Background: an optimization exercise with open tools, aiming at small area and a short achievable clock period. Do not read the settings as production practice. In this exercise RTL edits were held to simulation tests only and were not proved equivalent to the original.

Setup of wip/willow:
Design processor, start of the top module:
module processor
#(
	parameter DATA_WIDTH 	= 32,
	parameter OPCODE_WIDTH 	= 4,
	parameter ALU_OP_WIDTH  = 3,
	parameter DATAMEM_WIDTH = 8,
	parameter INSADDR_WIDTH	= 8,
	parameter INS_WIDTH		= OPCODE_WIDTH + DATAMEM_WIDTH
)
(
	input          clk, rst,
	input          [	INS_WIDTH-1:0] 	instr,
	output         [INSADDR_WIDTH-1:0] 	instr_addr,
	output         mem_wr,
	output         [ DATAMEM_WIDTH-1:0]	mem_addr,
	input  signed  [	DATA_WIDTH-1:0] mem_data_in,
	output signed  [	DATA_WIDTH-1:0] mem_data_out
);
wire sel_mul, sel_m, sel_a, pc_load, sp_push, sp_pop;
reg [DATA_WIDTH-1:0] acc;
instr_decoder id (.opcode(instr[11:8]), .nzero(|acc),
                  .sel_mul(sel_mul), .sel_m(sel_m), .sel_a(sel_a),
                  .pc_load(pc_load), .mem_wr(mem_wr),
                  .push(sp_push), .pop(sp_pop));
wire [DATA_WIDTH-1:0] alu_out;
alu alu (.m(mem_data_in), .acc(acc), .sel_mul(sel_mul), .sel_m(sel_m),
         .sel_a(sel_a), .result(alu_out));
always @ (posedge clk or posedge rst) begin
	if (rst)
		acc <= 0;
	else
		acc <= alu_out;
end
pc pc (.clk(clk), .rst(rst), .load(pc_load), .data(instr[7:0]), .addr(instr_addr));
wire [7:0] sp_addr;
stack_pointer data_sp (.clk(clk), .rst(rst), .push(sp_push), .pop(sp_pop), .addr(sp_addr));
assign mem_data_out = acc;
assign mem_addr     = (sp_push | sp_pop) ? sp_addr : instr[7:0];
endmodule
Settings: LEC_CHECK=0, ABC_AREA=1, CAP_MARGIN=20, CORE_MARGIN=2, CORE_UTILIZATION=40, CTS_BUF_LIST=sky130_fd_sc_hd__clkbuf_4 sky130_fd_sc_hd__clkbuf_8, SETUP_SLACK_MARGIN=4.5, SLEW_MARGIN=20; clock period 10.0 ns.
standard.sh (not shown) runs the stock make flow with config.mk's settings and CLKGATE_MAP_FILE= SYNTH_SCRIPT=/design/flow/synth_recipe.tcl, a recipe that flattens the netlist after the stock synthesis.
==> flow/flow/run.sh <==
#!/bin/bash
# Layout flow: the standard flow (standard.sh: ORFS synthesis to final
# layout, unchanged), with the port buffers made of plain buffers
# (sky130_fd_sc_hd__buf_N) instead of the delay buffer the resizer picks by
# default. Every input and output port still gets its own buffer.
export BUFFER_PORTS_ARGS="-buffer_cell sky130_fd_sc_hd__buf_${PORT_BUF:-2}"
bash standard.sh > standard.log 2>&1
Inputs modified between wip/willow and wip/harbor:
- SETUP_SLACK_MARGIN: 4.5 -> 3
--- a/flow/flow/run.sh
+++ b/flow/flow/run.sh
@@ -5,3 +5,3 @@
 # default. Every input and output port still gets its own buffer.
-export BUFFER_PORTS_ARGS="-buffer_cell sky130_fd_sc_hd__buf_${PORT_BUF:-2}"
+export BUFFER_PORTS_ARGS="-buffer_cell sky130_fd_sc_hd__buf_1"
 bash standard.sh > standard.log 2>&1
### Flow results
- Sort wip/harbor and wip/willow by clock latency on the worst-skew pair asc -> top: wip/willow
- wip/harbor ends up with a utilization of the core after routing that is 9.5 points lower than in wip/willow.
- When wip/harbor is measured against wip/willow, its wire length turns out about 12% lower.
- wip/harbor completed every stage of the flow, and the final layout passed the timing, design-rule and antenna checks.
- mem_data_in[15] as the critical path startpoint was reported by wip/harbor, and mem_data_in[8] by wip/willow.
- Compared with wip/willow, in wip/harbor number of buffer and inverter instances along the worst setup path went down.
- wip/harbor vs wip/willow on data arrival time of the critical path: wip/harbor is the higher one.
- wip/harbor vs wip/willow, sum of met2 wire segment lengths after detailed routing went down by about 15%.
Inputs modified between wip/harbor and wip/delta:
- SETUP_SLACK_MARGIN: 3 -> 3.6
--- a/flow/flow/run.sh
+++ b/flow/flow/run.sh
@@ -5,3 +5,3 @@
 # default. Every input and output port still gets its own buffer.
-export BUFFER_PORTS_ARGS="-buffer_cell sky130_fd_sc_hd__buf_1"
+export BUFFER_PORTS_ARGS="-buffer_cell sky130_fd_sc_hd__buf_${PORT_BUF:-2}"
 bash standard.sh > standard.log 2>&1
==> summary.txt <==
Against wip/harbor, wire length on met2 in wip/delta rose by a few percent.
Re final worst slack: wip/delta is 540 ps up on wip/harbor.
Against wip/harbor, wip/delta comes in 2 higher on post-CTS repair timing setup buffer count.
Route | wip/delta vs wip/harbor | wire longer in wip/delta
Sort wip/delta and wip/harbor by fraction of area in multi-input gates asc -> top: wip/delta
wip/harbor → wip/delta: data arrival time at the worst-slack endpoint now smaller, measured slew at the worst slew-check pin now smaller, signed area change from the synthesized netlist to the final layout now larger.
wip/harbor ended up with clkinv_1 as its slowest library cell on the worst path; wip/delta ended up with fa_1.
Setup changes, wip/delta to wip/garnet
- changing CORE_UTILIZATION from 40 to 60
- changing SETUP_SLACK_MARGIN from 3.6 to 4
[summary]
wip/garnet ended with every stage complete and zero timing, DRC or antenna violations.
Between wip/delta and wip/garnet, the difference in area taken by flip-flops and latches is negligible.
Compared with wip/delta, total via count in the routed design in wip/garnet increased by a few percent.
From wip/delta to wip/garnet the numbers moved as follows: final setup slack of the worst path shows an increase of 120 ps; post-cts repair resize count shows an increase of 36.
Input changes introduced in wip/amber (baseline for comparison: wip/garnet):
- CORE_UTILIZATION now 40, was 60
--- a/flow/flow/run.sh
+++ b/flow/flow/run.sh
@@ -5,3 +5,3 @@
 # default. Every input and output port still gets its own buffer.
-export BUFFER_PORTS_ARGS="-buffer_cell sky130_fd_sc_hd__buf_${PORT_BUF:-2}"
+export BUFFER_PORTS_ARGS="-buffer_cell sky130_fd_sc_hd__buf_1"
 bash standard.sh > standard.log 2>&1
On average instance area after synthesis, wip/amber and wip/garnet are basically level. The portion of the layout cell area used by non-clock buffers of wip/amber is higher than that of wip/garnet. Against wip/garnet, slack of the critical path in wip/amber came out better. Going from wip/garnet to wip/amber, count of clock-net buffers in the final layout shrinks by 1. Placed wire-length estimate deteriorates in wip/amber relative to wip/garnet.

before:
processor, a different RTL version from the one above (not shown whole).
Size in the first run: ~1,200 cells after synthesis, ~95 I/O pins, ~9300 um2 of cells after synthesis.
Design processor, start of the top module:
module processor
#(
	parameter DATA_WIDTH 	= 32,
	parameter OPCODE_WIDTH 	= 4,
	parameter ALU_OP_WIDTH  = 3,
	parameter DATAMEM_WIDTH = 8,
	parameter INSADDR_WIDTH	= 8,
	parameter INS_WIDTH		= OPCODE_WIDTH + DATAMEM_WIDTH
)
(
	input          clk, rst,
	input          [	INS_WIDTH-1:0] 	instr,
	output         [INSADDR_WIDTH-1:0] 	instr_addr,
	output         mem_wr,
	output         [ DATAMEM_WIDTH-1:0]	mem_addr,
	input  signed  [	DATA_WIDTH-1:0] mem_data_in,
	output signed  [	DATA_WIDTH-1:0] mem_data_out
);
wire [3:0]  op      = instr[11:8];
wire [7:0]  operand = instr[7:0];
wire [15:0] d = 16'd1 << op;
wire sel_mul = d[4] | d[11];
wire sel_m   = d[1] | d[3] | d[9] | d[10];
wire sel_a   = ~(d[1] | d[9] | d[4] | d[11]);
wire push    = d[8];
wire pop     = d[9] | d[10] | d[11];
reg  [11:0] acc_lo;            
reg  [19:0] acc_hx, acc_hy;    
reg         acc_hc;
wire [19:0] acc_hi;
wire [DATA_WIDTH-1:0] acc = {acc_hi, acc_lo};
add20c acc_add (.a(acc_hx), .b(acc_hy), .ci(acc_hc), .s(acc_hi));
wire [DATA_WIDTH-1:0] nx, ny;
alu alu (.m(mem_data_in), .acc(acc), .sel_mul(sel_mul), .sel_m(sel_m),
         .sel_a(sel_a), .nx(nx), .ny(ny));
wire [11:0] lo_sum;
wire        lo_carry;
add12 lo_add (.a(nx[11:0]), .b(ny[11:0]), .s(lo_sum), .co(lo_carry));
always @ (posedge clk or posedge rst) begin
	if (rst) begin
		acc_lo <= 12'd0;
  ...
export LEC_CHECK = 0
export ABC_AREA = 1
export CAP_MARGIN = 20
export CORE_MARGIN = 2
export CORE_UTILIZATION = 40
export CTS_BUF_LIST = sky130_fd_sc_hd__clkbuf_4 sky130_fd_sc_hd__clkbuf_8
export SETUP_SLACK_MARGIN = 4.8
export SLEW_MARGIN = 20
create_clock -name core_clock -period 10.0 [get_ports {clk}]
==> flow/flow/run.sh <==
#!/bin/bash
# Layout flow: the standard flow (standard.sh: ORFS synthesis to final
# layout, unchanged), with the port buffers made of plain buffers
# (sky130_fd_sc_hd__buf_N) instead of the delay buffer the resizer picks by
# default. Every input and output port still gets its own buffer.
export BUFFER_PORTS_ARGS="-buffer_cell sky130_fd_sc_hd__buf_${PORT_BUF:-2}"
bash standard.sh > standard.log 2>&1
before has completed all stages; timing, DRC and antenna checks passed.
Edits applied to the flow inputs when going from before to after:
- changing CORE_UTILIZATION from 40 to 50
- changing SETUP_SLACK_MARGIN from 4.8 to 5
## What came out
after went all the way through the flow, and no timing, DRC or antenna check failed.
Going from before to after, relative slew slack grows by 0.93 points.
Reported for before and after, sequential element share of the synthesized area turned out identical to the last digit.
[compare] base=before new=after: global-route usage over all layers +5.4 points, layout buffering overhead excluding clock cells went up 0.23 points.

the previous run:
processor with an RTL version that a note above also has.
clock: 10.0 ns
lec_check: 0
abc_area: 1
cap_margin: 20
core_margin: 2
core_utilization: 40
cts_buf_list: sky130_fd_sc_hd__clkbuf_4 sky130_fd_sc_hd__clkbuf_8
setup_slack_margin: 4
slew_margin: 20
Scripts as last shown in full above: flow/flow/run.sh
The inputs of the current run differ from those of the previous run as listed below.
Settings: SETUP_SLACK_MARGIN: 4 -> 3.
Notes after the runs:
When the final numbers for the current run and the previous run were put side by side, the multi-input gate share of total cell area turned out to be greater in the current run.
On number of iterations in the first detailed-routing pass: the current run sits above the previous run.
The final reports for the current run and the previous run show worst path setup slack after routing lower in the former.
In terms of area after synthesis, the current run and the previous run differ only marginally.
The current run: post-CTS resize count is 40 lower than what the previous run reported.
The current run: count of non-filler cells in the finished layout lower than the previous run
For clock-buffer cell count, the previous run and the current run come out practically identical.

## separate check: timing with driven ports
No port has a modelled driver above. Below, the same layouts with a new extraction and two added sets of constraints. Step 1 (the two cells are an assumption about what drives the block):
set clk [get_ports {clk}]
set_driving_cell -lib_cell sky130_fd_sc_hd__clkbuf_16 $clk
set_driving_cell -lib_cell sky130_fd_sc_hd__buf_2 [delete_from_list [all_inputs] $clk]
Step 2 also shifts input and output timing later by t, the mid clock arrival at the registers, as if the neighbouring blocks saw the same clock. Three values: ideal, step 1, step 2; two values: the first two.
run | t, ns | slack for setup (ns) | worst hold slack (ns) | worst setup path after step 2 | slew at the worst register clock pin (ns)
wip/willow | 0.356 | 4.294 / 4.269 / 3.913 | 0.591 / 0.591 / 0.591 | input to register | 0.11 / 0.11
wip/harbor | 0.392 | 3.373 / 3.339 / 2.947 | 0.600 / 0.600 / 0.600 | input to register | 0.12 / 0.12
wip/delta | 0.390 | 3.913 / 3.936 / 3.546 | 0.602 / 0.602 / 0.602 | input to register | 0.13 / 0.13
wip/garnet | 0.353 | 4.029 / 4.045 / 3.692 | 0.603 / 0.603 / 0.603 | input to register | 0.10 / 0.10
wip/amber | 0.390 | 4.204 / 4.224 / 3.834 | 0.597 / 0.597 / 0.597 | input to register | 0.12 / 0.12
before | 0.393 | 4.921 / 4.947 / 4.554 | 0.555 / 0.555 / 0.555 | input to register | 0.08 / 0.08
after | 0.385 | 5.029 / 5.005 / 4.707 | 0.547 / 0.547 / 0.547 | input to register | 0.08 / 0.08
the previous run | 0.381 | 4.162 / 4.186 / 3.805 | 0.602 / 0.602 / 0.602 | input to register | 0.12 / 0.12
the current run | 0.388 | 3.359 / 3.382 / 2.994 | 0.604 / 0.604 / 0.604 | input to register | 0.12 / 0.12
After both steps every run listed still meets setup and hold. For wip/harbor, which loses most, drivers alone change the setup slack by -0.034 ns; drivers and shift together by -0.426 ns.
